This is an optimization exercise on Yosys and OpenROAD, whose aim is small area and a short achievable clock period, not a production implementation.
Function was checked by simulation only, so behaviour that the tests miss may differ from the original.
Power is estimated from default activity; no workload was simulated.

--- config.mk ---
export PLATFORM = sky130hd
export DESIGN_NAME = ArithmeticLogicUnitSystem
export DESIGN_NICKNAME = ArithmeticLogicUnitSystem
export VERILOG_FILES = /design/flow/design.v
export SDC_FILE = /design/flow/constraint.sdc
export NUM_CORES = 4
export LEC_CHECK = 0
export CAP_MARGIN = 20
export CORE_MARGIN = 2
export CORE_UTILIZATION = 40
export CTS_BUF_LIST = sky130_fd_sc_hd__clkbuf_4 sky130_fd_sc_hd__clkbuf_8
export SETUP_SLACK_MARGIN = 3.0
export SLEW_MARGIN = 20
export SYNTH_HIERARCHICAL = 1
export TNS_END_PERCENT = 0
--- constraint.sdc ---
create_clock -name core_clock -period 9.0 [get_ports {Clock}]
set_input_delay 1.8000 -clock core_clock [delete_from_list [all_inputs] [get_ports {Clock}]]
set_output_delay 1.8000 -clock core_clock [all_outputs]
set_load 0.01 [all_outputs]
--- design.v ---
`timescale 1ns / 1ps
module Register(Clock, L, ld_lo, ld_hi, inc, dec, Q);
    input wire Clock;
    input wire [15:0] L;
    input wire ld_lo, ld_hi, inc, dec;
    output reg [15:0] Q;
    wire id = inc | dec;
    wire [16:0] c;
    wire [15:0] s;
    assign s[0] = Q[0] ^ id;
    assign c[1] = Q[0] & id;
    genvar i;
    generate
        for (i = 1; i < 16; i = i + 1) begin : g_fa
            wire ci = (i == 8) ? ((inc & (&Q[7:0])) | (dec & (|Q[7:0]))) : c[i];
            assign s[i]   = Q[i] ^ dec ^ ci;
            assign c[i+1] = (Q[i] & dec) | (Q[i] & ci) | (dec & ci);
        end
    endgenerate
    always @(posedge Clock) begin
        Q[7:0]  <= ld_lo ? L[7:0]  : s[7:0];
        Q[15:8] <= ld_hi ? L[15:8] : s[15:8];
    end
endmodule
`timescale 1ns / 1ps
module Dec3to8(sel, oh);
    input wire [2:0] sel;
    output wire [7:0] oh;
    assign oh = 8'd1 << sel;
endmodule
module RdMux8(oh, d0, d1, d2, d3, d4, d5, d6, d7, out);
    input wire [7:0] oh;
    input wire [15:0] d0, d1, d2, d3, d4, d5, d6, d7;
    output wire [15:0] out;
    assign out = ({16{oh[0]}} & d0) | ({16{oh[1]}} & d1) | ({16{oh[2]}} & d2) | ({16{oh[3]}} & d3) |
                 ({16{oh[4]}} & d4) | ({16{oh[5]}} & d5) | ({16{oh[6]}} & d6) | ({16{oh[7]}} & d7);
endmodule
module RegLoadDec(MuxSel, FunSel, slo, shi, s_hl, s_sx, ld_lo, ld_hi, inc, dec);
    input wire [1:0] MuxSel;
    input wire [2:0] FunSel;
    output wire [3:0] slo;    
    output wire [2:0] shi;    
    output wire s_hl, s_sx;   
    output wire ld_lo, ld_hi, inc, dec;
    wire [3:0] ms = 4'd1 << MuxSel;
    wire f_clr = (FunSel == 3'b011);
    wire f_ld  = (FunSel == 3'b010);
    assign slo = ms & {4{~f_clr}};
    assign shi = {ms[3], ms[1], ms[0]} & {3{f_ld}};
    assign s_hl = (FunSel == 3'b110);
    assign s_sx = (FunSel == 3'b111);
    assign inc   = (FunSel == 3'b001);
    assign dec   = (FunSel == 3'b000);
    assign ld_lo = (FunSel[2] | FunSel[1]) & ~s_hl;                
    assign ld_hi = (FunSel[2] | FunSel[1]) & (FunSel != 3'b101);   
endmodule
module RegLoadMux(ALUOut, OutC, MemOut, IROut, slo, shi, s_hl, s_sx, L);
    input wire [15:0] ALUOut, OutC, IROut;
    input wire [7:0] MemOut;
    input wire [3:0] slo;
    input wire [2:0] shi;
    input wire s_hl, s_sx;
    output wire [15:0] L;
    wire [7:0] J = ({8{slo[0]}} & ALUOut[7:0]) | ({8{slo[1]}} & OutC[7:0]) |
                   ({8{slo[2]}} & MemOut)      | ({8{slo[3]}} & IROut[7:0]);
    assign L[7:0]  = J;
    assign L[15:8] = ({8{shi[0]}} & ALUOut[15:8]) | ({8{shi[1]}} & OutC[15:8]) |
                     ({8{shi[2]}} & IROut[15:8]) | ({8{s_hl}} & J) | {8{s_sx & J[7]}};
endmodule
module RegLoadCtl(ALUOut, OutC, MemOut, IROut, MuxSel, FunSel, L, ld_lo, ld_hi, inc, dec);
    input wire [15:0] ALUOut, OutC, IROut;
    input wire [7:0] MemOut;
    input wire [1:0] MuxSel;
    input wire [2:0] FunSel;
    output wire [15:0] L;
    output wire ld_lo, ld_hi, inc, dec;
    wire [3:0] slo;
    wire [2:0] shi;
    wire s_hl, s_sx;
    RegLoadDec d(.MuxSel(MuxSel), .FunSel(FunSel), .slo(slo), .shi(shi), .s_hl(s_hl), .s_sx(s_sx),
                 .ld_lo(ld_lo), .ld_hi(ld_hi), .inc(inc), .dec(dec));
    RegLoadMux m(.ALUOut(ALUOut), .OutC(OutC), .MemOut(MemOut), .IROut(IROut),
                 .slo(slo), .shi(shi), .s_hl(s_hl), .s_sx(s_sx), .L(L));
endmodule
module RegisterFile(L, ld_lo, ld_hi, inc, dec, OutASel, OutBSel, RegSel, ScrSel, Clock, OutA, OutB);
    input wire [15:0] L;
    input wire ld_lo, ld_hi, inc, dec;
    input wire [2:0] OutASel, OutBSel;
    input wire [3:0] RegSel, ScrSel;
    input wire Clock;
    output wire [15:0] OutA, OutB;
    wire [7:0] en = ~{RegSel, ScrSel};
    wire [15:0] Q [0:7];
    genvar r;
    generate
        for (r = 0; r < 8; r = r + 1) begin : g_r
            Register R(.Clock(Clock), .L(L), .ld_lo(en[7-r] & ld_lo), .ld_hi(en[7-r] & ld_hi),
                       .inc(en[7-r] & inc), .dec(en[7-r] & dec), .Q(Q[r]));
        end
    endgenerate
    wire [7:0] ohA, ohB;
    Dec3to8 decA(.sel(OutASel), .oh(ohA));
    Dec3to8 decB(.sel(OutBSel), .oh(ohB));
    RdMux8 muxA(.oh(ohA), .d0(Q[0]), .d1(Q[1]), .d2(Q[2]), .d3(Q[3]), .d4(Q[4]), .d5(Q[5]), .d6(Q[6]), .d7(Q[7]), .out(OutA));
    RdMux8 muxB(.oh(ohB), .d0(Q[0]), .d1(Q[1]), .d2(Q[2]), .d3(Q[3]), .d4(Q[4]), .d5(Q[5]), .d6(Q[6]), .d7(Q[7]), .out(OutB));
endmodule
`timescale 1ns / 1ps
module RdMux3(oh, d0, d1, d2, out);
    input wire [2:0] oh;
    input wire [15:0] d0, d1, d2;
    output wire [15:0] out;
    assign out = ({16{oh[0]}} & d0) | ({16{oh[1]}} & d1) | ({16{oh[2]}} & d2);
endmodule
module AddressRegisterFile(L, ld_lo, ld_hi, inc, dec, OutCSel, OutDSel, RegSel, Clock, OutC, OutD);
    input wire [15:0] L;
    input wire ld_lo, ld_hi, inc, dec;
    input wire [1:0] OutCSel, OutDSel;
    input wire [2:0] RegSel;
    input wire Clock;
    output wire [15:0] OutC, OutD;
    wire [2:0] en = ~RegSel;  
    wire [15:0] QPC, QAR, QSP;
    Register PC(.Clock(Clock), .L(L), .ld_lo(en[2] & ld_lo), .ld_hi(en[2] & ld_hi),
                .inc(en[2] & inc), .dec(en[2] & dec), .Q(QPC));
    Register AR(.Clock(Clock), .L(L), .ld_lo(en[1] & ld_lo), .ld_hi(en[1] & ld_hi),
                .inc(en[1] & inc), .dec(en[1] & dec), .Q(QAR));
    Register SP(.Clock(Clock), .L(L), .ld_lo(en[0] & ld_lo), .ld_hi(en[0] & ld_hi),
                .inc(en[0] & inc), .dec(en[0] & dec), .Q(QSP));
    wire [2:0] ohC = {OutCSel == 2'b11, OutCSel == 2'b10, ~OutCSel[1]};
    wire [2:0] ohD = {OutDSel == 2'b11, OutDSel == 2'b10, ~OutDSel[1]};
    RdMux3 muxC(.oh(ohC), .d0(QPC), .d1(QAR), .d2(QSP), .out(OutC));
    RdMux3 muxD(.oh(ohD), .d0(QPC), .d1(QAR), .d2(QSP), .out(OutD));
endmodule
`timescale 1ns / 1ps
module InstructionRegister(I, Write, LH, Clock, IROut);
    input wire [7:0] I;
    input wire Write, LH, Clock;
    output reg [15:0] IROut;
    always @(posedge Clock) begin
        if (Write & ~LH) IROut[7:0]  <= I;
        if (Write &  LH) IROut[15:8] <= I;
    end
endmodule
`timescale 1ns / 1ps
module AluGT(A, B, sub, ng, nt);
    input wire [15:0] A, B;
    input wire sub;
    output wire [15:0] ng, nt;
    wire [15:0] Bx = B ^ {16{sub}};
    assign ng = ~(A & Bx);
    assign nt = ~(A | Bx);
endmodule
module KSLevel #(parameter D = 1, parameter INV = 1) (gi, pi, go, po);
    input wire [16:0] gi, pi;
    output wire [16:0] go, po;
    genvar i;
    generate
        for (i = 0; i < 17; i = i + 1) begin : g_bit
            if (i >= D) begin : g_node
                if (INV) begin : g_inv    
                    assign go[i] = ~(gi[i] & (pi[i] | gi[i-D]));
                    assign po[i] = ~(pi[i] | pi[i-D]);
                end else begin : g_true   
                    assign go[i] = ~(gi[i] | (pi[i] & gi[i-D]));
                    assign po[i] = ~(pi[i] & pi[i-D]);
                end
            end else begin : g_pass
                assign go[i] = ~gi[i];
                assign po[i] = ~pi[i];
            end
        end
    endgenerate
endmodule
module AluX(A, B, t, s_shl, s_shr, lsb, msb16, msb8, w, X);
    input wire [15:0] A, B;
    input wire [3:0] t;
    input wire s_shl, s_shr, lsb, msb16, msb8, w;
    output wire [15:0] X;
    wire [15:0] u = (B & {16{t[3]}}) | (~B & {16{t[2]}});    
    wire [15:0] v = (B & {16{t[1]}}) | (~B & {16{t[0]}});    
    wire [15:0] lg = (A & u) | (~A & v);
    wire [15:0] shl = {A[14:0], lsb};
    wire [15:0] shr = {msb16, A[15:9], w ? A[8] : msb8, A[7:1]};
    wire [15:0] m = {{8{w}}, 8'hff};
    assign X = m & (lg | ({16{s_shl}} & shl) | ({16{s_shr}} & shr));
endmodule
module AluDec(FunSel, C, A7, A0, A15, t, s_add, s_shl, s_shr, lsb, msb16, msb8, sub, ncin, k);
    input wire [4:0] FunSel;
    input wire C, A7, A0, A15;
    output reg [3:0] t;
    output wire s_add, s_shl, s_shr, lsb, msb16, msb8, sub, ncin;
    output wire [1:0] k;     
    wire w = FunSel[4];
    wire [3:0] op = FunSel[3:0];
    always @(*) begin
        case (op)
            4'd0:  t = 4'b1100;  
            4'd1:  t = 4'b1010;  
            4'd2:  t = 4'b0011;  
            4'd3:  t = 4'b0101;  
            4'd7:  t = 4'b1000;  
            4'd8:  t = 4'b1110;  
            4'd9:  t = 4'b0110;  
            4'd10: t = 4'b0111;  
            4'd4, 4'd5: t = 4'b0110;  
            4'd6:  t = 4'b1001;  
            default: t = 4'b0000;
        endcase
    end
    assign sub   = (op == 4'd6);
    assign s_add = (op == 4'd4) | (op == 4'd5) | sub;
    assign s_shl = (op == 4'd11) | (op == 4'd14);
    assign s_shr = (op == 4'd12) | (op == 4'd13) | (op == 4'd15);
    assign lsb   = (op == 4'd14) & (w ? C : A7);                  
    assign msb16 = (op == 4'd13) ? A15 : ((op == 4'd15) & C);     
    assign msb8  = (op == 4'd13) ? A7  : ((op == 4'd15) & A0);    
    assign ncin  = ~(sub | ((op == 4'd5) & C));
    assign k     = {s_add & w, s_add};
endmodule
module AluMuxC(c, X, k, sel, out);
    input wire [15:0] c, X;
    input wire [1:0] k;
    input wire sel;
    output wire [7:0] out;
    wire [7:0] Xs = sel ? X[15:8] : X[7:0];
    wire [7:0] cs = sel ? c[15:8] : c[7:0];
    wire ks = sel ? k[1] : k[0];
    assign out = Xs ^ (cs & {8{ks}});
endmodule
module AluSel(c, X, k, r);
    input wire [15:0] c, X;
    input wire [1:0] k;
    output wire [15:0] r;
    assign r = X ^ (c & {{8{k[1]}}, {8{k[0]}}});
endmodule
module AluFlags(A, B, FunSel, c8, c16, r, F, Fn);
    input wire [15:0] A, B, r;
    input wire [4:0] FunSel;
    input wire c8, c16;
    input wire [3:0] F;      
    output wire [3:0] Fn;
    wire w = FunSel[4];
    wire [3:0] op = FunSel[3:0];
    wire sub = (op == 4'd6);
    wire s_add = (op == 4'd4) | (op == 4'd5) | sub;
    wire s_shl = (op == 4'd11) | (op == 4'd14);
    wire s_shr = (op == 4'd12) | (op == 4'd13) | (op == 4'd15);
    wire cout = w ? c16 : c8;
    wire am = w ? A[15] : A[7];
    wire bm = (w ? B[15] : B[7]) ^ sub;
    wire rm = w ? r[15] : r[7];
    wire Zn = ~|r;
    wire Cn = s_add ? (cout ^ sub) : s_shl ? am : s_shr ? A[0] : F[2];
    wire Nn = (op == 4'd13) ? F[1] : rm;
    wire On = s_add ? ((am == bm) & (rm != am)) : F[0];
    assign Fn = {Zn, Cn, Nn, On};
endmodule
module ArithmeticLogicUnit(A, B, FunSel, WF, Clock, MuxCSel, ALUOut, FlagsOut, MuxCOut);
    input wire [15:0] A, B;
    input wire [4:0] FunSel;
    input wire WF, Clock, MuxCSel;
    output wire [15:0] ALUOut;
    output reg [3:0] FlagsOut;    
    output wire [7:0] MuxCOut;
    wire [3:0] t;
    wire s_add, s_shl, s_shr, lsb, msb16, msb8, sub, ncin;
    wire [1:0] k;
    AluDec dec(.FunSel(FunSel), .C(FlagsOut[2]), .A7(A[7]), .A0(A[0]), .A15(A[15]), .t(t),
               .s_add(s_add), .s_shl(s_shl), .s_shr(s_shr), .lsb(lsb), .msb16(msb16), .msb8(msb8),
               .sub(sub), .ncin(ncin), .k(k));
    wire [15:0] ng, nt;
    AluGT gt(.A(A), .B(B), .sub(sub), .ng(ng), .nt(nt));
    wire [16:0] g0, p0, g1, p1, g2, p2, g3, p3, g4, p4, c, p5;
    assign g0 = {ng, ncin};
    assign p0 = {nt, 1'b1};
    KSLevel #(.D(1),  .INV(1)) l0(.gi(g0), .pi(p0), .go(g1), .po(p1));
    KSLevel #(.D(2),  .INV(0)) l1(.gi(g1), .pi(p1), .go(g2), .po(p2));
    KSLevel #(.D(4),  .INV(1)) l2(.gi(g2), .pi(p2), .go(g3), .po(p3));
    KSLevel #(.D(8),  .INV(0)) l3(.gi(g3), .pi(p3), .go(g4), .po(p4));
    KSLevel #(.D(16), .INV(1)) l4(.gi(g4), .pi(p4), .go(c),  .po(p5));
    wire [15:0] X;
    AluX x(.A(A), .B(B), .t(t), .s_shl(s_shl), .s_shr(s_shr), .lsb(lsb),
           .msb16(msb16), .msb8(msb8), .w(FunSel[4]), .X(X));
    AluSel sel(.c(c[15:0]), .X(X), .k(k), .r(ALUOut));
    AluMuxC mc(.c(c[15:0]), .X(X), .k(k), .sel(MuxCSel), .out(MuxCOut));
    wire [3:0] Fn;
    AluFlags fl(.A(A), .B(B), .FunSel(FunSel), .c8(c[8]), .c16(c[16]), .r(ALUOut), .F(FlagsOut), .Fn(Fn));
    always @(posedge Clock)
        if (WF) FlagsOut <= Fn;
endmodule
`timescale 1ns / 1ps
module ArithmeticLogicUnitSystem(
    RF_OutASel, RF_OutBSel, RF_FunSel, RF_RegSel, RF_ScrSel,
    ALU_FunSel, ALU_WF,
    ARF_OutCSel, ARF_OutDSel, ARF_FunSel, ARF_RegSel,
    IR_LH, IR_Write,
    MemOut,
    MuxASel, MuxBSel, MuxCSel, Clock,
    OutA, OutB, ALUOut, Flags_out, OutC, Address, IROut, MuxCOut);
    input wire [2:0] RF_OutASel, RF_OutBSel, RF_FunSel;
    input wire [3:0] RF_RegSel, RF_ScrSel;
    output wire [15:0] OutA, OutB;
    input wire [4:0] ALU_FunSel;
    input wire ALU_WF;
    output wire [15:0] ALUOut;
    output wire [3:0] Flags_out;
    input wire [1:0] ARF_OutCSel, ARF_OutDSel;
    input wire [2:0] ARF_FunSel, ARF_RegSel;
    output wire [15:0] OutC;
    input wire IR_LH;
    input wire IR_Write;
    output wire [15:0] IROut;
    output wire [15:0] Address;
    input wire [7:0] MemOut;
    input wire [1:0] MuxASel;
    input wire [1:0] MuxBSel;
    input wire MuxCSel;
    output wire [7:0] MuxCOut;
    input wire Clock;
    ArithmeticLogicUnit ALU(.A(OutA), .B(OutB), .FunSel(ALU_FunSel), .WF(ALU_WF), .Clock(Clock),
                            .MuxCSel(MuxCSel), .ALUOut(ALUOut), .FlagsOut(Flags_out), .MuxCOut(MuxCOut));
    InstructionRegister IR(.I(MemOut), .Write(IR_Write), .LH(IR_LH), .Clock(Clock), .IROut(IROut));
    wire [15:0] LA;
    wire a_lo, a_hi, a_inc, a_dec;
    RegLoadCtl ctlA(.ALUOut(ALUOut), .OutC(OutC), .MemOut(MemOut), .IROut(IROut), .MuxSel(MuxASel),
                    .FunSel(RF_FunSel), .L(LA), .ld_lo(a_lo), .ld_hi(a_hi), .inc(a_inc), .dec(a_dec));
    RegisterFile RF(.L(LA), .ld_lo(a_lo), .ld_hi(a_hi), .inc(a_inc), .dec(a_dec),
                    .OutASel(RF_OutASel), .OutBSel(RF_OutBSel), .RegSel(RF_RegSel), .ScrSel(RF_ScrSel),
                    .Clock(Clock), .OutA(OutA), .OutB(OutB));
    wire [15:0] LB;
    wire b_lo, b_hi, b_inc, b_dec;
    RegLoadCtl ctlB(.ALUOut(ALUOut), .OutC(OutC), .MemOut(MemOut), .IROut(IROut), .MuxSel(MuxBSel),
                    .FunSel(ARF_FunSel), .L(LB), .ld_lo(b_lo), .ld_hi(b_hi), .inc(b_inc), .dec(b_dec));
    AddressRegisterFile ARF(.L(LB), .ld_lo(b_lo), .ld_hi(b_hi), .inc(b_inc), .dec(b_dec),
                            .OutCSel(ARF_OutCSel), .OutDSel(ARF_OutDSel), .RegSel(ARF_RegSel),
                            .Clock(Clock), .OutC(OutC), .OutD(Address));
endmodule
--- flow/run.sh ---
#!/bin/bash
# Standard ORFS layout with buf_2 port buffers. Each stage's full tool
# output is in orfs/logs; the make output is kept in flow_make.log.
set -euo pipefail
bash standard.sh "BUFFER_PORTS_ARGS=-buffer_cell sky130_fd_sc_hd__buf_2" finish > flow_make.log 2>&1
--- standard.sh ---
#!/bin/bash
# synth_recipe.tcl (not shown) runs the flow's synth.tcl, then flattens the netlist and writes it again
# the make line also repeats each setting of config.mk as NAME=value (left out here)
make -C /OpenROAD-flow-scripts/flow DESIGN_CONFIG=/design/flow/config.mk WORK_HOME=/design/flow/orfs CLKGATE_MAP_FILE= SYNTH_SCRIPT=/design/flow/synth_recipe.tcl "${@:-finish}"
==> out/qor.csv, run 1 <==
stage,metric,value,unit
run_status,status,finished clean,
finish,drive_above_1_share,36.9,%
hold_path,min_from,ALU.FlagsOut[1],
timing,fin_crit,6.29,ns
grt,grt_max_degree,19,
floorplan,dieArea,42700,µm²
power_and_ir_drop,ir_worst_vdd,0.000183,V
grt,track_usage,28.0,%
clock_tree,max-clock-path-buffers,2,
critical_path,r2r-end,RF.g_r[4].R.Q[15],
clock_tree,cts_buffers,17,
detailed_routing,wire_per_inst,25.7,µm
floorplan,chipWidth,207,µm
timing,drv_slew,0,
timing,max-slew-margin-rel,27.4,%
clock_tree,cts-root-buf,clkbuf_8,
timing,clock.fmax,159,MHz
detailed_routing,vias_per_cell,6.13,
hold_path,hold_class,reg -> reg,
grt,antenna_found_initial,3,
detailed_routing,drtAntennaViolNets,0,
hold_path,whs_path_depth,1,
clock_tree,cts_tree,yes,
critical_path,endpoint_kind,output pin,
critical_path,critPathMaxFanout,8,
critical_path,startpoint_type,input port,
floorplan,initial_core_util,40.4,%
floorplan,num_io_pins,157,
detailed_routing,drc,0,
finish,final_cell_area,19100,µm²
power_and_ir_drop,power_leakage,8.39,nW
place,port_buffers,156,
detailed_routing,drt_wl_total,59.3,mm
critical_path,worstSetupPathType,in -> out,
floorplan,floorplan.die.height,207,µm
power_and_ir_drop,totalPowerFinal,4.66,mW
synthesis,syn-num-nets,1792,
synthesis,syn-cell-area,16400,µm²
finish,nets,1967,
floorplan,core,40600,µm²
timing,finalSetupViolations,0,
hold_path,worstHoldEndpoint,ALU.FlagsOut[1],
timing,hold_slack,0.597,ns
place,gp_congestion,1.00,
grt,overflow,0,
floorplan,std_cell_rows,74,
synthesis,synth_cells,1584,
critical_path,worstPathArrival,4.49,ns
grt,grt_pass1_wl,88.3,mm
grt,first_global_vias,13800,
timing,hold_viol,0,
power_and_ir_drop,power_density,245,nW/µm²
finish,area_growth,16.1,%
detailed_routing,drt_pass1_iterations,10,
clock_tree,clkSinkCount,196,
place,dpl_cell_area,17200,µm²
clock_tree,clock_latency,0.55,ns
flow_run,drv_cap,0,
synthesis,postSynthAreaPerCell,10.4,µm²
critical_path,reg2reg_depth,12,
detailed_routing,drtIter0Drc,1731,
timing,fin_crit_sh,69.9,%
clock_tree,htree_levels,4,
critical_path,reg2reg_from,RF.g_r[4].R.Q[2],
finish,final_util,46.9,%
timing,rsz0062_at_grt,true,
timing,worstMarginPinSlew,1.08,ns
critical_path,cp.required,7.20,ns
finish,fillers,3822,
detailed_routing,vias,14100,
place,dpl.hpwl,44.8,mm
synthesis,ys_warn_count,11,
timing,finClkSkew,0.0274,ns
critical_path,rrSetupSlack,4.62,ns
clock_tree,clk_pin_slew,0.13,ns
timing,setup_tns,0,ns
clock_tree,cts_hold_buffers,0,
[per-stage QoR]
stage	setup WS, ns	cells
2_1_floorplan	3.20	1584
3_3_place_gp	1.59	2183
3_5_place_dp	1.78	2183
4_1_cts	2.82	2292
5_1_grt	2.64	2304
6_report	2.71	2305
[layout by cell type, fill, tap and decap left out, types with 35 or more instances in the layout]
cell,instances
xor2_1,47
inv_1,70
dfxtp_1,176
and2b_2,35
nand4_1,43
buf_4,82
a222oi_1,36
nand2_1,136
a22oi_1,139
mux2_2,158
buf_2,152
fa_1,143
[metal layers]
layer	wire length, µm	GRT usage [%]	up-vias
li1	-	-	6155
met1	24800	37.4	7067
met2	26800	43.8	739
met3	4820	6.36	160
met4	2830	11.4	0
met5	0	0	-
[worst max-delay path: stages]
cell	delay [ns]
clkbuf_16	0.14
and3b_2	0.31
a22oi_1	0.32
nand4_1	0.30
xor2_2	0.31
nor2_4	0.09
nor2_2	0.22
nand2_2	0.11
o21ai_2	0.16
a21oi_2	0.06
inv_1	0.07
nand2_1	0.06
xor2_1	0.17
mux2i_1	0.20
buf_2	0.17
[state kept, by name (all words and copies together) (netlist names)]
signal        count
ALU.FlagsOut      4
ARF.AR.Q         16
ARF.SP.Q         16
RF.g_r.R.Q      128
IR.IROut         16
ARF.PC.Q         16
[power breakdown]
part / total, mW / internal, mW / switching [mW]
logic: 2.30 / 1.03 / 1.27
clock network: 0.580 / 0.210 / 0.370
registers: 1.78 / 1.21 / 0.566
[how the worst max path moves through the flow]
stage | from | cells past startpoint | to | slack [ns]
floorplan | RF_OutASel[2] | 10 | ALUOut[7] | 3.20
global placement | RF_OutASel[2] | 13 | ALUOut[8] | 1.59
detailed placement | RF_OutASel[0] | 13 | ALUOut[8] | 1.78
CTS | RF_OutBSel[0] | 15 | MuxCOut[6] | 2.82
global route | RF_OutASel[0] | 16 | MuxCOut[2] | 2.64
finish | RF_OutBSel[2] | 15 | MuxCOut[6] | 2.71
[cell type report]
class	count	area (µm²)	area share (%)
Timing Repair Buffer	251	1690	8.86
Sequential cell	196	4120	21.6
Multi-Input combinational cell	1223	11900	62.7
Clock buffer	19	255	1.34
Antenna cell	1	2.50	0.0131
Inverter	70	263	1.38
Tap cell	532	666	3.49
Clock inverter	13	116	0.611
[timing repair]
| action | 4_1_cts | 5_1_grt |
|---|---|---|
| endpoints found under the setup margin | 24 | 27 |
| resized for setup | 88 | 61 |
| pin swaps | 51 | 26 |
| buffers inserted | 75 | 9 |
| cloned | 2 | 3 |
| hold endpoints to repair | 0 | 0 |
==> run 2, diff against run 1 <==
--- a/config.mk
+++ b/config.mk
@@ -12,4 +12,4 @@
 export SETUP_SLACK_MARGIN = 3.0
 export SLEW_MARGIN = 20
 export SYNTH_HIERARCHICAL = 1
-export TNS_END_PERCENT = 0
+export TNS_END_PERCENT = 20
==> run 2 against run 1 <==
Still clean. Sequential power barely moved. Clock-buffer cell count did not move. Combinational power barely moved. Global-route usage barely moved. Critical path type unchanged. Largest power group unchanged. Register-to-register slack barely moved. Critical endpoint is now MuxCOut[2]. Critical path depth did not move. Total power fell by 0.57%. First-iteration DRC count rose by 0.12%. Via count rose by 0.16%. Synthesized cell count did not move.
==> out/qor.csv, run 2 <==
stage,metric,value,unit,change
detailed_routing,drtIter0Drc,1733,,"was 1,731"
clock_tree,clk_pin_slew,0.13,ns,about the same
place,place_inst,2183,,unchanged
detailed_routing,wl_met1,24.5,mm,was 24.8 mm
detailed_routing,wire_per_inst,25.6,µm,was 25.7 µm
critical_path,rrSetupSlack,4.62,ns,about the same
critical_path,critPathMaxFanout,16,,was 8
clock_tree,cts_tree,yes,,unchanged
timing,rsz0062_at_grt,true,,unchanged
timing,max-slew-margin-rel,24.9,%,was 27.4%
synthesis,synth_cells,1584,,unchanged
finish,regMostFlops,RF.g_r.R.Q,,unchanged
floorplan,num_io_pins,157,,unchanged
timing,worstMarginPinSlew,1.12,ns,was 1.08 ns
finish,area_growth,15.1,%,was 16.1%
critical_path,critPathTopFamily,compound AO/OA/AOI/OAI gates,,was simple AND/OR/NAND/NOR gates
clock_tree,cts-root-buf,clkbuf_8,,unchanged
power_and_ir_drop,p_switching,2.19,mW,was 2.21 mW
place,gp_congestion,1.00,,unchanged
detailed_routing,topRoutingLayerUsed,met4,,unchanged
critical_path,worstPathArrival,4.47,ns,was 4.49 ns
floorplan,dieArea,42700,µm²,unchanged
critical_path,cp_num_cells,15,,unchanged
critical_path,startpoint_type,input port,,unchanged
detailed_routing,drc,0,,unchanged
synthesis,ys_warn_count,11,,unchanged
grt,grt_max_degree,19,,unchanged
finish,largest_register_ffs,128,,unchanged
synthesis,postSynthAreaPerCell,10.4,µm²,unchanged
detailed_routing,drt_pass1_iterations,9,,was 10
detailed_routing,wl_met2,26.8,mm,about the same
floorplan,initial_core_util,40.4,%,unchanged
clock_tree,max-clock-path-buffers,2,,unchanged
finish,final_util,46.5,%,was 46.9%
clock_tree,cts_hold_buffers,0,,unchanged
clock_tree,clkSinkCount,196,,unchanged
critical_path,worstSetupPathType,in -> out,,unchanged
power_and_ir_drop,ir_worst_vdd,0.000182,V,was 0.000183 V
grt,first_global_vias,13800,,about the same
timing,finalSetupViolations,0,,unchanged
timing,clock.fmax,159,MHz,about the same
grt,grt_pass1_wl,88.5,mm,was 88.3 mm
critical_path,cp.required,7.20,ns,about the same
timing,finClkSkew,0.0274,ns,about the same
floorplan,floorplan.die.height,207,µm,unchanged
synthesis,syn-cell-area,16400,µm²,unchanged
critical_path,crit_buf_inv,4,,was 3
critical_path,cp_slowest_stage_delay,0.34,ns,was 0.32 ns
finish,final_cells,2304,,"was 2,305"
power_and_ir_drop,seq_power_share,38.3,%,was 38.2%
critical_path,slowest_stage,and3b_4,,was a22oi_1
detailed_routing,vias,14100,,about the same
detailed_routing,vias_per_cell,6.14,,was 6.13
floorplan,core,40600,µm²,unchanged
floorplan,std_cell_rows,74,,unchanged
grt,track_usage,28.0,%,about the same
timing,fin_crit,6.27,ns,was 6.29 ns
synthesis,syn-num-nets,1792,,unchanged
critical_path,endpoint_kind,output pin,,unchanged
critical_path,reg2reg_depth,12,,unchanged
power_and_ir_drop,power_frac_comb,49.2,%,was 49.4%
finish,final_cell_area,18900,µm²,"was 19,100 µm²"
finish,final_common_cell,dfxtp_1,,unchanged
place,dpl.hpwl,44.8,mm,unchanged
power_and_ir_drop,power_leakage,8.35,nW,was 8.39 nW
flow_run,drv_cap,0,,unchanged
detailed_routing,drtAntennaViolNets,0,,unchanged
hold_path,hold_class,reg -> reg,,unchanged
power_and_ir_drop,sw_frac_of_total,47.2,%,was 47.3%
run_status,status,finished clean,,unchanged
timing,setup_tns,0,ns,unchanged
finish,final_cell_mix,"176 x dfxtp_1, 158 x mux2_2, 152 x buf_2",,unchanged
finish,nets,1966,,"was 1,967"
detailed_routing,drt_wl_total,59.1,mm,was 59.3 mm
power_and_ir_drop,power_density,245,nW/µm²,about the same
clock_tree,clock_latency,0.55,ns,about the same
critical_path,crit_chain,buf_2 > and3b_4 > a22oi_2 > nand4_1 > buf_4 > nor2_1 > o21ai_1 > a21oi_1 > o21ai_1 > a21oi_1 > inv_1 > nand2_1 > xor2_1 > mux2i_1 > buf_2,,was clkbuf_16 > and3b_2 > a22oi_1 > nand4_1 > xor2_2 > nor2_4 > nor2_2 > nand2_2 > o21ai_2 > a21oi_2 > inv_1 > nand2_1 > xor2_1 > mux2i_1 > buf_2
clock_tree,htree_levels,4,,unchanged
hold_path,whs_path_depth,1,,unchanged
grt,antenna_found_initial,3,,unchanged
finish,drive_above_1_share,35.8,%,was 36.9%
grt,overflow,0,,unchanged
timing,drv_slew,0,,unchanged
timing,fin_crit_sh,69.7,%,was 69.9%
power_and_ir_drop,clkPwrFrac,12.5,%,was 12.4%
place,port_buffers,156,,unchanged
power_and_ir_drop,p_int,2.45,mW,was 2.46 mW
detailed_routing,met3_length,4.97,mm,was 4.82 mm
place,dpl_cell_area,17200,µm²,unchanged
floorplan,chipWidth,207,µm,unchanged
power_and_ir_drop,totalPowerFinal,4.64,mW,was 4.66 mW
timing,hold_viol,0,,unchanged
clock_tree,cts_buffers,17,,unchanged
[run 2: power by group through the flow]
stage          Sequential [mW]  Clock [mW]  Combinational [mW]
3_5_place_dp              1.77           0                1.97
3_3_place_gp              1.77           0                1.91
2_1_floorplan             1.59           0                1.34
6_report                  1.78       0.578                2.28
4_1_cts                   1.76       0.592                2.19
5_1_grt                   1.84       0.621                2.47
[run 2: repair_timing]
item / in CTS / in global routing
resized for setup: 91 / 33
setup buffers: 77 / 8
cloned: 2 / 1
setup endpoints to repair: 24 / 27
pin swaps: 54 / 17
[run 2: layer usage]
layer | up-vias | track usage, %
li1 | 6156 | -
met1 | 7109 | 37.5
met2 | 739 | 43.9
met3 | 139 | 6.08
met4 | 0 | 11.8
met5 | - | 0
[run 2: worst paths after layout]
kind / from / to
worst max-delay path: RF_OutASel[0] / MuxCOut[2]
worst min-delay path: ALU.FlagsOut[1] / ALU.FlagsOut[1]
worst max register to register: RF.g_r[4].R.Q[2] / RF.g_r[4].R.Q[15]
worst min register to register: ALU.FlagsOut[1] / ALU.FlagsOut[1]
[run 2: metrics by stage]
stage	hold slack, ns	setup WS, ns
after floorplan	0.631	3.20
after global placement	0.561	1.59
after detailed placement	0.569	1.78
after CTS	0.598	2.82
after global routing	0.636	2.63
final	0.598	2.73
[run 2: layout make-up]
cell class,instances,area (µm²)
antenna,1,2.50
clock inverter,13,116
clock buffer,19,255
multi-input combinational,1223,11800
inverter,70,263
tap,532,666
timing repair buffer,250,1630
sequential,196,4120
fill,3848,21800
==> run 3, diff against run 2 <==
--- a/config.mk
+++ b/config.mk
@@ -12,4 +12,3 @@
 export SETUP_SLACK_MARGIN = 3.0
 export SLEW_MARGIN = 20
 export SYNTH_HIERARCHICAL = 1
-export TNS_END_PERCENT = 20
==> run 3 against run 2 <==
Synthesized cell count stayed put. First-iteration DRC count is 0.12% lower. Final area is 3.4% higher. Still clean. Critical path type unchanged.
==> out/qor.csv, run 3 <==
stage,metric,value,unit,change
run_status,status,finished clean,,unchanged
clock_tree,htree_levels,4,,unchanged
critical_path,worst_path_most_repeated_cell,o21ai_2,,
power_and_ir_drop,ir_worst_vdd,0.000187,V,was 0.000182 V
finish,multi_input_area,12200,µm²,"was 11,800 µm²"
clock_tree,clk_pin_slew,0.12,ns,was 0.13 ns
critical_path,worstPathArrival,4.44,ns,was 4.47 ns
detailed_routing,wl_met2,27.7,mm,was 26.8 mm
critical_path,crit_chain,buf_12 > and3b_4 > a22oi_2 > nand4_1 > xor2_2 > nand2_2 > o21ai_2 > a21oi_2 > o21ai_2 > a21oi_1 > inv_1 > nand2_1 > xor2_1 > mux2i_1 > buf_2,,was buf_2 > and3b_4 > a22oi_2 > nand4_1 > buf_4 > nor2_1 > o21ai_1 > a21oi_1 > o21ai_1 > a21oi_1 > inv_1 > nand2_1 > xor2_1 > mux2i_1 > buf_2
power_and_ir_drop,power_density,248,nW/µm²,was 245 nW/µm²
critical_path,critPathTopFamily,compound AO/OA/AOI/OAI gates,,unchanged
grt,antenna_found_initial,3,,unchanged
grt,grt_max_degree,19,,unchanged
clock_tree,cts_tree,yes,,unchanged
place,gp_congestion,1.00,,unchanged
timing,finalSetupViolations,0,,unchanged
grt,track_usage,28.4,%,was 28.0%
timing,hold_viol,0,,unchanged
timing,max-slew-margin-rel,26.0,%,was 24.9%
critical_path,crit_buf_inv,3,,was 4
floorplan,dieArea,42700,µm²,unchanged
finish,final_common_cell,dfxtp_1,,unchanged
finish,final_cell_area,19500,µm²,"was 18,900 µm²"
timing,worstMarginPinSlew,1.11,ns,was 1.12 ns
floorplan,floorplan.die.height,207,µm,unchanged
floorplan,initial_core_util,40.4,%,unchanged
timing,drv_slew,0,,unchanged
grt,first_global_vias,14100,,"was 13,800"
clock_tree,clock_latency,0.54,ns,was 0.55 ns
place,dpl_cell_area,17200,µm²,unchanged
finish,area_growth,19.0,%,was 15.1%
clock_tree,clkSinkCount,196,,unchanged
finish,final_cells,2336,,"was 2,304"
critical_path,endpoint_kind,output pin,,unchanged
detailed_routing,wire_per_inst,25.8,µm,was 25.6 µm
finish,largest_register_ffs,128,,unchanged
critical_path,slowest_stage,xor2_2,,was and3b_4
critical_path,worstSetupPathType,in -> out,,unchanged
detailed_routing,vias_per_cell,6.14,,about the same
timing,clock.fmax,160,MHz,was 159 MHz
detailed_routing,drt_wl_total,60.3,mm,was 59.1 mm
critical_path,cp.required,7.20,ns,about the same
power_and_ir_drop,power_leakage,8.57,nW,was 8.35 nW
clock_tree,cts_hold_buffers,0,,unchanged
timing,rsz0062_at_grt,true,,unchanged
clock_tree,cts_buffers,17,,unchanged
clock_tree,max-clock-path-buffers,2,,unchanged
hold_path,hold_class,reg -> reg,,unchanged
detailed_routing,drtAntennaViolNets,0,,unchanged
place,place_inst,2183,,unchanged
timing,layout_setup_ws,2.76,ns,was 2.73 ns
place,dpl.hpwl,44.8,mm,unchanged
detailed_routing,drtIter0Drc,1731,,"was 1,733"
detailed_routing,wl_met1,24.7,mm,was 24.5 mm
detailed_routing,drt_pass1_iterations,9,,unchanged
clock_tree,cts-root-buf,clkbuf_8,,unchanged
critical_path,critPathMaxFanout,8,,was 16
finish,nets,1998,,"was 1,966"
grt,grt_pass1_wl,89.6,mm,was 88.5 mm
detailed_routing,met3_length,5.15,mm,was 4.97 mm
critical_path,cp_slowest_stage_delay,0.31,ns,was 0.34 ns
floorplan,std_cell_rows,74,,unchanged
grt,overflow,0,,unchanged
timing,fin_crit_sh,69.3,%,was 69.7%
finish,final_cell_mix,"176 x dfxtp_1, 158 x mux2_2, 146 x buf_2",,"was 176 x dfxtp_1, 158 x mux2_2, 152 x buf_2"
timing,setup_tns,0,ns,unchanged
critical_path,startpoint_type,input port,,unchanged
synthesis,postSynthAreaPerCell,10.4,µm²,unchanged
finish,final_util,48.1,%,was 46.5%
synthesis,syn-num-nets,1792,,unchanged
detailed_routing,vias,14300,,"was 14,100"
floorplan,num_io_pins,157,,unchanged
synthesis,ys_warn_count,11,,unchanged
detailed_routing,topRoutingLayerUsed,met4,,unchanged
floorplan,chipWidth,207,µm,unchanged
floorplan,core,40600,µm²,unchanged
synthesis,synth_cells,1584,,unchanged
detailed_routing,drc,0,,unchanged
finish,regArea,4120,µm²,unchanged
place,port_buffers,156,,unchanged
synthesis,syn-cell-area,16400,µm²,unchanged
finish,drive_above_1_share,41.0,%,was 35.8%
timing,fin_crit,6.24,ns,was 6.27 ns
finish,fillers,3770,,"was 3,848"
place,dp_worst_setup_slack,1.78,ns,unchanged
flow_run,drv_cap,0,,unchanged
finish,regMostFlops,RF.g_r.R.Q,,unchanged
timing,finClkSkew,0.0244,ns,was 0.0274 ns
==> run 3: routing by layer <==
metal | track usage (%) | vias to the layer above
met3 | 6.25 | 150
met2 | 45.0 | 787
li1 | - | 6217
met4 | 11.4 | 0
met5 | 0 | -
met1 | 37.6 | 7187
==> run 3: stage by stage <==
step,power (mW),hold slack [ns]
floorplan,2.92,0.631
global placement,3.68,0.561
detailed placement,3.74,0.569
CTS,4.64,0.598
global route,5.15,0.635
finish,4.85,0.598
==> run 3: what timing repair did <==
action | 4_1_cts | 5_1_grt
endpoints found under the hold margin | 0 | 0
cloned | 5 | 0
pin swaps | 71 | 45
setup buffers | 93 | 22
gates resized for setup | 146 | 87
endpoints found under the setup margin | 24 | 27
==> run 3: final cells by class <==
type | instances | area share (%)
Tap cell | 532 | 3.41
Timing Repair Buffer | 282 | 10.0
Clock buffer | 19 | 1.31
Clock inverter | 13 | 0.596
Multi-Input combinational cell | 1223 | 62.2
Inverter | 70 | 1.34
Sequential cell | 196 | 21.1
Antenna cell | 1 | 0.0128
==> run 3: worst paths after layout <==
check / slack [ns] / cells past startpoint / startpoint / end
max reg2reg: 4.63 / 12 / RF.g_r[4].R.Q[2] / RF.g_r[4].R.Q[15]
min: 0.60 / 1 / ALU.FlagsOut[1] / ALU.FlagsOut[1]
min reg2reg: 0.60 / 1 / ALU.FlagsOut[1] / ALU.FlagsOut[1]
max: 2.76 / 15 / RF_OutBSel[1] / MuxCOut[7]
==> run 3: worst reg2reg max path, stage by stage, from the launching register on <==
cell       delay, ns
dfxtp_1         0.41
nor4_1          0.33
a2bb2oi_1       0.17
fa_1            0.43
fa_1            0.46
fa_1            0.41
fa_1            0.40
fa_1            0.41
fa_1            0.41
fa_1            0.39
xor2_1          0.18
xnor2_1         0.12
o21ai_0         0.18
==> run 3: power by group <==
part / internal [mW] / total [mW] / switching, mW
clock: 0.210 / 0.576 / 0.366
combinational: 1.14 / 2.50 / 1.36
sequential: 1.21 / 1.78 / 0.567
total: 2.56 / 4.85 / 2.29
==> run 4, diff against run 3 <==
--- a/config.mk
+++ b/config.mk
@@ -8,7 +8,8 @@
 export CAP_MARGIN = 20
 export CORE_MARGIN = 2
 export CORE_UTILIZATION = 40
-export CTS_BUF_LIST = sky130_fd_sc_hd__clkbuf_4 sky130_fd_sc_hd__clkbuf_8
+export CTS_BUF_LIST = sky130_fd_sc_hd__clkbuf_8 sky130_fd_sc_hd__clkbuf_16
 export SETUP_SLACK_MARGIN = 3.0
 export SLEW_MARGIN = 20
 export SYNTH_HIERARCHICAL = 1
+export TNS_END_PERCENT = 0
==> run 4 against run 3 <==
Still clean. Critical path depth unchanged. Register-to-register slack about the same. Cell count decreased by 1.1%. Clock skew decreased by 0.0066 ns. Final area decreased by 1.1%. Total power increased by 0.54%. Area after synthesis unchanged. Largest power group unchanged.
==> out/qor.csv, run 4 <==
stage,metric,value,unit,change
run_status,status,finished clean,,unchanged
grt,grt_pass1_wl,88.4,mm,was 89.6 mm
clock_tree,clkSinkCount,196,,unchanged
critical_path,endpoint_kind,output pin,,unchanged
timing,fin_crit,6.30,ns,was 6.24 ns
critical_path,worst_path_most_repeated_cell,nand2_1,,was o21ai_2
critical_path,cp_num_cells,15,,unchanged
timing,drv_slew,0,,unchanged
detailed_routing,vias,14200,,"was 14,300"
critical_path,crit_buf_inv,3,,unchanged
timing,clock.fmax,159,MHz,was 160 MHz
floorplan,floorplan.die.height,207,µm,unchanged
clock_tree,cts_tree,yes,,unchanged
clock_tree,cts-root-buf,clkbuf_16,,was clkbuf_8
timing,worstMarginPinSlew,1.11,ns,about the same
critical_path,critPathMaxFanout,8,,unchanged
place,gp_congestion,1.00,,unchanged
timing,layout_setup_ws,2.70,ns,was 2.76 ns
finish,drive_above_1_share,37.4,%,was 41.0%
synthesis,synth_cells,1584,,unchanged
grt,antenna_found_initial,3,,unchanged
hold_path,whs_path_depth,1,,unchanged
finish,nets,1972,,"was 1,998"
critical_path,startpoint_type,input port,,unchanged
power_and_ir_drop,ir_worst_vdd,0.000204,V,was 0.000187 V
critical_path,r2r-end,RF.g_r[4].R.Q[15],,unchanged
timing,max-slew-margin-rel,25.7,%,was 26.0%
critical_path,reg2reg_from,RF.g_r[4].R.Q[2],,unchanged
grt,track_usage,28.0,%,was 28.4%
clock_tree,cts_buffers,17,,unchanged
critical_path,rrSetupSlack,4.64,ns,was 4.63 ns
finish,final_cell_mix,"176 x dfxtp_1, 158 x mux2_2, 153 x buf_2",,"was 176 x dfxtp_1, 158 x mux2_2, 146 x buf_2"
critical_path,critPathTopFamily,compound AO/OA/AOI/OAI gates,,unchanged
critical_path,reg2reg_depth,12,,unchanged
timing,rsz0062_at_grt,true,,unchanged
grt,overflow,0,,unchanged
timing,hold_viol,0,,unchanged
critical_path,cp.required,7.20,ns,about the same
power_and_ir_drop,power_density,252,nW/µm²,was 248 nW/µm²
finish,regMostFlops,RF.g_r.R.Q,,unchanged
synthesis,ys_warn_count,11,,unchanged
detailed_routing,drc,0,,unchanged
power_and_ir_drop,power_leakage,8.51,nW,was 8.57 nW
hold_path,min_from,ALU.FlagsOut[1],,unchanged
clock_tree,cts_hold_buffers,0,,unchanged
detailed_routing,wire_per_inst,25.9,µm,was 25.8 µm
critical_path,cp-startpoint,RF_OutBSel[2],,was RF_OutBSel[1]
critical_path,worstPathArrival,4.50,ns,was 4.44 ns
hold_path,worstHoldEndpoint,ALU.FlagsOut[1],,unchanged
place,dpl.hpwl,44.8,mm,unchanged
critical_path,crit_chain,clkbuf_16 > and3b_4 > a22oi_2 > nand4_1 > xor2_2 > nand2_1 > o21ai_2 > a21oi_1 > o21ai_1 > a21oi_2 > inv_1 > nand2_1 > xor2_1 > mux2i_1 > buf_2,,was buf_12 > and3b_4 > a22oi_2 > nand4_1 > xor2_2 > nand2_2 > o21ai_2 > a21oi_2 > o21ai_2 > a21oi_1 > inv_1 > nand2_1 > xor2_1 > mux2i_1 > buf_2
detailed_routing,drt_pass1_iterations,9,,unchanged
floorplan,initial_core_util,40.4,%,unchanged
detailed_routing,vias_per_cell,6.14,,about the same
synthesis,syn-num-nets,1792,,unchanged
synthesis,syn-cell-area,16400,µm²,unchanged
detailed_routing,drtAntennaViolNets,0,,unchanged
clock_tree,htree_levels,4,,unchanged
detailed_routing,drt_wl_total,59.9,mm,was 60.3 mm
flow_run,drv_cap,0,,unchanged
timing,setup_tns,0,ns,unchanged
hold_path,hold_class,reg -> reg,,unchanged
clock_tree,clk_pin_slew,0.09,ns,was 0.12 ns
place,dp_worst_setup_slack,1.78,ns,unchanged
power_and_ir_drop,totalPowerFinal,4.88,mW,was 4.85 mW
grt,grt_max_degree,19,,unchanged
detailed_routing,drtIter0Drc,1791,,"was 1,731"
timing,finalSetupViolations,0,,unchanged
clock_tree,clock_latency,0.48,ns,was 0.54 ns
finish,area_growth,17.7,%,was 19.0%
critical_path,worstSetupPathType,in -> out,,unchanged
grt,first_global_vias,13800,,"was 14,100"
timing,finClkSkew,0.0178,ns,was 0.0244 ns
floorplan,std_cell_rows,74,,unchanged
place,port_buffers,156,,unchanged
floorplan,num_io_pins,157,,unchanged
timing,fin_crit_sh,70.0,%,was 69.3%
floorplan,chipWidth,207,µm,unchanged
finish,largest_register_ffs,128,,unchanged
critical_path,cp_slowest_stage_delay,0.31,ns,about the same
floorplan,dieArea,42700,µm²,unchanged
critical_path,slowest_stage,a22oi_2,,was xor2_2
floorplan,core,40600,µm²,unchanged
clock_tree,max-clock-path-buffers,2,,unchanged
synthesis,postSynthAreaPerCell,10.4,µm²,unchanged
finish,final_common_cell,dfxtp_1,,unchanged
-- run 4: what timing repair did --
action,in CTS,in global routing
gates resized for setup,88,69
setup buffers,75,13
gates cloned,2,4
pin swaps,51,32
endpoints found under the setup margin,24,31
-- run 4: report_power, final --
group / switching, mW / internal (mW)
sequential: 0.565 / 1.21
combinational: 1.29 / 1.04
clock: 0.395 / 0.369
total: 2.25 / 2.63
-- run 4: layout make-up --
class                           count  area (µm²)
Tap cell                          532         666
Clock buffer                       18         439
Clock inverter                     14         120
Timing Repair Buffer              256        1720
Sequential cell                   196        4120
Antenna cell                        1        2.50
Fill cell                        3792       21300
Multi-Input combinational cell   1223       12000
Inverter                           70         263
-- run 4: through the flow --
step | instance area [µm²] | hold WS (ns) | util (%) | instances
final | 19300 | 0.588 | 47.5 | 2310
after global routing | 19300 | 0.626 | 47.5 | 2309
after CTS | 18800 | 0.589 | 46.3 | 2292
after floorplan | 16400 | 0.631 | - | 1584
after detailed placement | 17200 | 0.569 | 42.3 | 2183
after global placement | 17200 | 0.561 | 42.3 | 2183
-- run 4: how the worst max path moves through the flow --
| stage | end |
|---|---|
| global placement | ALUOut[8] |
| global route | MuxCOut[2] |
| detailed placement | ALUOut[8] |
| finish | MuxCOut[5] |
| CTS | MuxCOut[6] |
| floorplan | ALUOut[7] |
-- run 4: routing by layer --
metal / vias to the layer above / wire, µm / track usage, %
met5: - / 0 / 0
met3: 160 / 5010 / 6.50
met2: 767 / 27100 / 43.9
met4: 0 / 2870 / 11.6
met1: 7087 / 24900 / 37.4
li1: 6171 / - / -
-- run 4: worst reg2reg max path, cell delays in order, from the launching register on --
cell       delay (ns)
dfxtp_1          0.40
nor4_1           0.33
a2bb2oi_1        0.17
fa_1             0.43
fa_1             0.44
fa_1             0.41
fa_1             0.40
fa_1             0.41
fa_1             0.42
fa_1             0.40
xor2_1           0.18
xnor2_1          0.13
o21ai_0          0.17
==> run 5, diff against run 4 <==
--- a/config.mk
+++ b/config.mk
@@ -9,7 +9,7 @@
 export CORE_MARGIN = 2
 export CORE_UTILIZATION = 40
 export CTS_BUF_LIST = sky130_fd_sc_hd__clkbuf_8 sky130_fd_sc_hd__clkbuf_16
-export SETUP_SLACK_MARGIN = 3.0
+export SETUP_SLACK_MARGIN = 3.4
 export SLEW_MARGIN = 20
 export SYNTH_HIERARCHICAL = 1
 export TNS_END_PERCENT = 0
==> run 5 against run 4 <==
Global-route usage decreased by 0.58 points. Routed wire length shrank 3.3%. Sequential power is essentially flat. Combinational power about the same. Worst setup slack improved by 0.099 ns. Critical path type unchanged. Final area grew 1.2%.
==> out/qor.csv, run 5 <==
stage,metric,value,unit,change
critical_path,worstPathArrival,4.40,ns,was 4.50 ns
clock_tree,cts_buffers,17,,unchanged
clock_tree,max-clock-path-buffers,2,,unchanged
clock_tree,cts_hold_buffers,0,,unchanged
finish,final_cells,2321,,"was 2,310"
floorplan,std_cell_rows,74,,unchanged
timing,setup_tns,0,ns,unchanged
detailed_routing,wire_per_inst,24.9,µm,was 25.9 µm
place,port_buffers,156,,unchanged
floorplan,floorplan.die.height,207,µm,unchanged
detailed_routing,drtIter0Drc,1493,,"was 1,791"
place,dp_worst_setup_slack,1.75,ns,was 1.78 ns
timing,rsz0062_at_grt,true,,unchanged
finish,final_cell_area,19500,µm²,"was 19,300 µm²"
finish,multi_input_area,12100,µm²,"was 12,000 µm²"
power_and_ir_drop,totalPowerFinal,4.95,mW,was 4.88 mW
critical_path,worstSetupPathType,in -> out,,unchanged
hold_path,whs_path_depth,1,,unchanged
timing,clock.fmax,161,MHz,was 159 MHz
finish,fillers,3738,,"was 3,792"
power_and_ir_drop,ir_worst_vdd,0.000173,V,was 0.000204 V
timing,hold_slack,0.600,ns,was 0.588 ns
detailed_routing,drt_pass1_iterations,10,,was 9
clock_tree,cts_tree,yes,,unchanged
clock_tree,clock_latency,0.51,ns,was 0.48 ns
finish,final_util,48.1,%,was 47.5%
finish,regMostFlops,RF.g_r.R.Q,,unchanged
power_and_ir_drop,power_leakage,8.59,nW,was 8.51 nW
floorplan,chipWidth,207,µm,unchanged
timing,finClkSkew,0.0178,ns,about the same
timing,drv_slew,0,,unchanged
finish,final_common_cell,dfxtp_1,,unchanged
timing,hold_viol,0,,unchanged
critical_path,critPathMaxFanout,8,,unchanged
grt,grt_max_degree,20,,was 19
grt,first_global_vias,13600,,"was 13,800"
synthesis,ys_warn_count,11,,unchanged
place,dpl_cell_area,17200,µm²,about the same
synthesis,syn-cell-area,16400,µm²,unchanged
finish,final_cell_mix,"176 x dfxtp_1, 158 x mux2_2, 148 x buf_2",,"was 176 x dfxtp_1, 158 x mux2_2, 153 x buf_2"
timing,fin_crit_sh,68.9,%,was 70.0%
detailed_routing,drtAntennaViolNets,0,,unchanged
grt,overflow,0,,unchanged
timing,layout_setup_ws,2.80,ns,was 2.70 ns
place,gp_congestion,0.928,,was 1.00
finish,nets,1979,,"was 1,972"
floorplan,dieArea,42700,µm²,unchanged
synthesis,synth_cells,1584,,unchanged
place,dpl.hpwl,43.4,mm,was 44.8 mm
clock_tree,htree_levels,4,,unchanged
critical_path,startpoint_type,input port,,unchanged
hold_path,hold_class,reg -> reg,,unchanged
power_and_ir_drop,power_density,253,nW/µm²,was 252 nW/µm²
synthesis,postSynthAreaPerCell,10.4,µm²,unchanged
flow_run,drv_cap,0,,unchanged
critical_path,reg2reg_depth,12,,unchanged
timing,max-slew-margin-rel,24.7,%,was 25.7%
place,place_inst,2180,,"was 2,183"
finish,drive_above_1_share,38.5,%,was 37.4%
finish,area_growth,19.1,%,was 17.7%
timing,fin_crit,6.20,ns,was 6.30 ns
finish,regArea,4120,µm²,unchanged
clock_tree,clkSinkCount,196,,unchanged
clock_tree,cts-root-buf,clkbuf_16,,unchanged
run_status,status,finished clean,,unchanged
floorplan,core,40600,µm²,unchanged
detailed_routing,drt_wl_total,57.9,mm,was 59.9 mm
timing,finalSetupViolations,0,,unchanged
grt,track_usage,27.5,%,was 28.0%
detailed_routing,vias_per_cell,6.04,,was 6.14
floorplan,initial_core_util,40.4,%,unchanged
floorplan,num_io_pins,157,,unchanged
critical_path,cp.required,7.20,ns,about the same
grt,grt_pass1_wl,86.9,mm,was 88.4 mm
finish,largest_register_ffs,128,,unchanged
timing,worstMarginPinSlew,1.12,ns,was 1.11 ns
clock_tree,clk_pin_slew,0.08,ns,was 0.09 ns
synthesis,syn-num-nets,1792,,unchanged
detailed_routing,drc,0,,unchanged
critical_path,endpoint_kind,output pin,,unchanged
grt,antenna_found_initial,4,,was 3
detailed_routing,vias,14000,,"was 14,200"
## run 5: cell types whose count changed in the layout (fill, tap and decap cells not counted), sizes merged
cell,delta
clkinvlp,-1
diode,+4
clkbuf,+1
buf,+4
and3b,+2
bufinv,+1
## run 5: path summary, 6_finish.rpt
| path | from | endpoint | slack [ns] |
|---|---|---|---|
| worst max-delay path | RF_OutASel[1] | MuxCOut[0] | 2.80 |
| worst max register to register | RF.g_r[2].R.Q[3] | RF.g_r[2].R.Q[15] | 4.64 |
| worst min-delay path | ALU.FlagsOut[0] | ALU.FlagsOut[0] | 0.60 |
| worst min register to register | ALU.FlagsOut[0] | ALU.FlagsOut[0] | 0.60 |
## run 5: timing repair
item	4_1_cts	5_1_grt
pin swaps	84	21
gates resized for setup	144	39
buffers inserted	90	7
endpoints found under the setup margin	117	53
cloned	7	0
## run 5: area by class of cell
class	count	share of cell area, %
Multi-Input combinational cell	1225	62.0
Inverter	70	1.34
Clock buffer	18	2.25
Tap cell	532	3.41
Antenna cell	5	0.0640
Timing Repair Buffer	261	9.04
Sequential cell	196	21.1
Clock inverter	14	0.845
## run 5: critical path: stages
cell and delay [ns]:
clkbuf_4 0.19, nor3b_4 0.18, buf_4 0.16, buf_12 0.13, a22oi_1 0.15, nand4_1 0.31, buf_4 0.26, buf_4 0.15
a22o_1 0.21, o21a_1 0.31, xor2_2 0.24, mux2i_1 0.15, buf_2 0.15
## run 5: metal layers
metal	vias up	part of all wire, %	GRT usage (%)
met5	-	0	0
met4	0	2.7	9.06
met3	95	8.3	6.70
met2	630	47	43.0
met1	7079	43	37.2
li1	6205	-	-
## run 5: report_power, final
part           switching [mW]  internal [mW]  leakage, nW  total [mW]
registers               0.574           1.21         1.66        1.79
logic                    1.27           1.08         6.64        2.34
clock network           0.419          0.404        0.295       0.822
==> run 6, diff against run 5 <==
--- a/config.mk
+++ b/config.mk
@@ -8,8 +8,8 @@
 export CAP_MARGIN = 20
 export CORE_MARGIN = 2
 export CORE_UTILIZATION = 40
-export CTS_BUF_LIST = sky130_fd_sc_hd__clkbuf_8 sky130_fd_sc_hd__clkbuf_16
-export SETUP_SLACK_MARGIN = 3.4
+export CTS_BUF_LIST = sky130_fd_sc_hd__clkbuf_4 sky130_fd_sc_hd__clkbuf_8 sky130_fd_sc_hd__clkbuf_16
+export SETUP_SLACK_MARGIN = 3.2
 export SLEW_MARGIN = 20
 export SYNTH_HIERARCHICAL = 1
-export TNS_END_PERCENT = 0
+export TNS_END_PERCENT = 5
==> run 6 against run 5 <==
Synthesized cell count unchanged. Largest power group unchanged. First-iteration DRC count is 20% higher. Critical endpoint is now MuxCOut[3]. Global-route usage grew 0.60 points.
==> out/qor.csv, run 6 <==
stage,metric,value,unit,change
critical_path,critPathMaxFanout,16,,was 8
power_and_ir_drop,totalPowerFinal,4.83,mW,was 4.95 mW
synthesis,syn-num-nets,1792,,unchanged
finish,nets,1962,,"was 1,979"
detailed_routing,vias_per_cell,6.14,,was 6.04
power_and_ir_drop,power_leakage,8.42,nW,was 8.59 nW
finish,final_cells,2300,,"was 2,321"
floorplan,num_io_pins,157,,unchanged
grt,grt_pass1_wl,88.5,mm,was 86.9 mm
critical_path,rrSetupSlack,4.63,ns,was 4.64 ns
place,dpl.hpwl,44.8,mm,was 43.4 mm
timing,rsz0062_at_grt,true,,unchanged
finish,final_cell_mix,"176 x dfxtp_1, 158 x mux2_2, 152 x buf_2",,"was 176 x dfxtp_1, 158 x mux2_2, 148 x buf_2"
timing,finClkSkew,0.0166,ns,was 0.0178 ns
clock_tree,clk_pin_slew,0.08,ns,about the same
finish,drive_above_1_share,35.9,%,was 38.5%
timing,layout_setup_ws,2.68,ns,was 2.80 ns
run_status,status,finished clean,,unchanged
detailed_routing,drt_pass1_iterations,10,,unchanged
hold_path,worstHoldEndpoint,ALU.FlagsOut[1],,was ALU.FlagsOut[0]
critical_path,cp.required,7.20,ns,about the same
grt,antenna_found_initial,4,,unchanged
finish,regArea,4120,µm²,unchanged
power_and_ir_drop,power_density,253,nW/µm²,about the same
place,place_inst,2183,,"was 2,180"
floorplan,chipWidth,207,µm,unchanged
finish,final_common_cell,dfxtp_1,,unchanged
finish,final_cell_area,19100,µm²,"was 19,500 µm²"
grt,grt_max_degree,19,,was 20
hold_path,whs_path_depth,1,,unchanged
synthesis,postSynthAreaPerCell,10.4,µm²,unchanged
critical_path,reg2reg_from,RF.g_r[4].R.Q[2],,was RF.g_r[2].R.Q[3]
timing,fin_crit,6.32,ns,was 6.20 ns
flow_run,drv_cap,0,,unchanged
timing,hold_slack,0.588,ns,was 0.600 ns
place,dp_worst_setup_slack,1.78,ns,was 1.75 ns
grt,track_usage,28.1,%,was 27.5%
place,port_buffers,156,,unchanged
critical_path,worstPathArrival,4.52,ns,was 4.40 ns
synthesis,syn-cell-area,16400,µm²,unchanged
timing,setup_tns,0,ns,unchanged
floorplan,floorplan.die.height,207,µm,unchanged
critical_path,worstSetupPathType,in -> out,,unchanged
finish,fillers,3825,,"was 3,738"
critical_path,r2r-end,RF.g_r[4].R.Q[15],,was RF.g_r[2].R.Q[15]
timing,hold_viol,0,,unchanged
synthesis,synth_cells,1584,,unchanged
critical_path,startpoint_type,input port,,unchanged
detailed_routing,wire_per_inst,25.7,µm,was 24.9 µm
finish,largest_register_ffs,128,,unchanged
floorplan,std_cell_rows,74,,unchanged
finish,area_growth,16.2,%,was 19.1%
detailed_routing,drtAntennaViolNets,0,,unchanged
finish,multi_input_area,11900,µm²,"was 12,100 µm²"
clock_tree,cts_tree,yes,,unchanged
clock_tree,htree_levels,4,,unchanged
grt,overflow,0,,unchanged
clock_tree,clkSinkCount,196,,unchanged
timing,drv_slew,0,,unchanged
floorplan,dieArea,42700,µm²,unchanged
power_and_ir_drop,ir_worst_vdd,0.000199,V,was 0.000173 V
clock_tree,cts_buffers,17,,unchanged
detailed_routing,drc,0,,unchanged
timing,max-slew-margin-rel,25.2,%,was 24.7%
floorplan,initial_core_util,40.4,%,unchanged
clock_tree,cts-root-buf,clkbuf_16,,unchanged
hold_path,hold_class,reg -> reg,,unchanged
critical_path,endpoint_kind,output pin,,unchanged
detailed_routing,vias,14100,,"was 14,000"
synthesis,ys_warn_count,11,,unchanged
clock_tree,max-clock-path-buffers,2,,unchanged
detailed_routing,drt_wl_total,59.2,mm,was 57.9 mm
clock_tree,cts_hold_buffers,0,,unchanged
timing,worstMarginPinSlew,1.12,ns,about the same
place,gp_congestion,1.00,,was 0.928
floorplan,core,40600,µm²,unchanged
timing,fin_crit_sh,70.2,%,was 68.9%
place,dpl_cell_area,17200,µm²,about the same
grt,first_global_vias,13800,,"was 13,600"
critical_path,reg2reg_depth,12,,unchanged
clock_tree,clock_latency,0.48,ns,was 0.51 ns
finish,regMostFlops,RF.g_r.R.Q,,unchanged
timing,clock.fmax,158,MHz,was 161 MHz
hold_path,min_from,ALU.FlagsOut[1],,was ALU.FlagsOut[0]
finish,final_util,46.9,%,was 48.1%
timing,finalSetupViolations,0,,unchanged
detailed_routing,drtIter0Drc,1797,,"was 1,493"
-- run 6: changes by cell type in the layout (fill, tap and decap cells not counted), moves of 4 or more --
cell	before	now
buf_4	93	82
o21ai_1	21	31
o21ai_2	17	9
nor2_1	27	34
a21oi_1	12	18
a21oi_2	18	12
nor2_4	13	7
buf_2	148	152
diode_2	5	1
-- run 6: worst max path at each step --
stage	start	end	depth (start not counted)
2_1_floorplan	RF_OutASel[2]	ALUOut[7]	10
3_3_place_gp	RF_OutASel[2]	ALUOut[8]	13
3_5_place_dp	RF_OutASel[0]	ALUOut[8]	13
4_1_cts	RF_OutBSel[0]	MuxCOut[6]	15
5_1_grt	RF_OutASel[0]	MuxCOut[5]	14
6_report	RF_OutBSel[0]	MuxCOut[3]	15
-- run 6: report_power, final --
part / switching [mW] / total, mW / internal [mW] / leakage (nW)
sequential: 0.561 / 1.78 / 1.21 / 1.66
combinational: 1.26 / 2.28 / 1.02 / 6.49
clock: 0.396 / 0.769 / 0.373 / 0.274
total: 2.22 / 4.83 / 2.61 / 8.42
-- run 6: per-layer routing --
metal	vias to the layer above	global-route usage, %	part of all wire (%)
met3	154	6.06	8.6
met5	-	0	0.022
met1	7074	37.5	41
met2	735	44.2	45
li1	6149	-	-
met4	2	11.4	4.8
-- run 6: critical path: stages --
cell and delay [ns]:
buf_12 0.13, and3_4 0.27, a22oi_1 0.32, nand4_1 0.35, xor2_2 0.30, nor2_4 0.21
o21ai_2 0.11, a21oi_2 0.14, o21ai_1 0.09, a21oi_1 0.16, inv_1 0.07, nand2_1 0.09
xor2_1 0.08, mux2i_1 0.22, buf_2 0.18
-- run 6: area by class of cell --
class	count	share of cell area, %
tap	532	3.49
clock inverter	13	0.610
sequential	196	21.6
inverter	70	1.38
multi-input combinational	1223	62.2
clock buffer	19	2.34
timing repair buffer	246	8.36
antenna	1	0.0131
-- run 6: repair_timing --
| action | 4_1_cts | 5_1_grt |
|---|---|---|
| endpoints found under the setup margin | 69 | 46 |
| buffers inserted | 77 | 4 |
| pin swaps | 53 | 18 |
| gates cloned | 2 | 1 |
| resized for setup | 88 | 42 |

## static timing again, ports no longer ideal
No port has a modelled driver above. Below, the same layouts with a new extraction and two added sets of constraints.
Step 1: set_driving_cell puts a clkbuf_16 on Clock and a buf_2 on each other input, an assumption about the parent block.
Step 2 times the ports against the registers' clock, not the clock port: input delays grow and output delays shrink by t, the midpoint of the rising clock arrivals with the driver on.
Slacks: no drivers / after step 1 / after step 2; pairs: no drivers / after step 1.
run	shift t [ns]	setup slack, ns	latest minus earliest clock arrival (ns)	cell pins on the clock port's net
run 1	0.591	2.708 / 2.594 / 2.594	0.029 / 0.029	1
run 2	0.584	2.727 / 2.664 / 2.605	0.030 / 0.030	1
run 3	0.581	2.764 / 2.619 / 2.590	0.026 / 0.025	1
run 4	0.528	2.698 / 2.601 / 2.599	0.018 / 0.018	1
run 5	0.559	2.798 / 2.686 / 2.606	0.018 / 0.018	1
run 6	0.530	2.682 / 2.615 / 2.602	0.016 / 0.017	1
After both steps setup and hold are still met in every run listed. For run 5, which loses most, drivers alone change the setup slack by -0.112 ns; drivers and shift together by -0.192 ns.
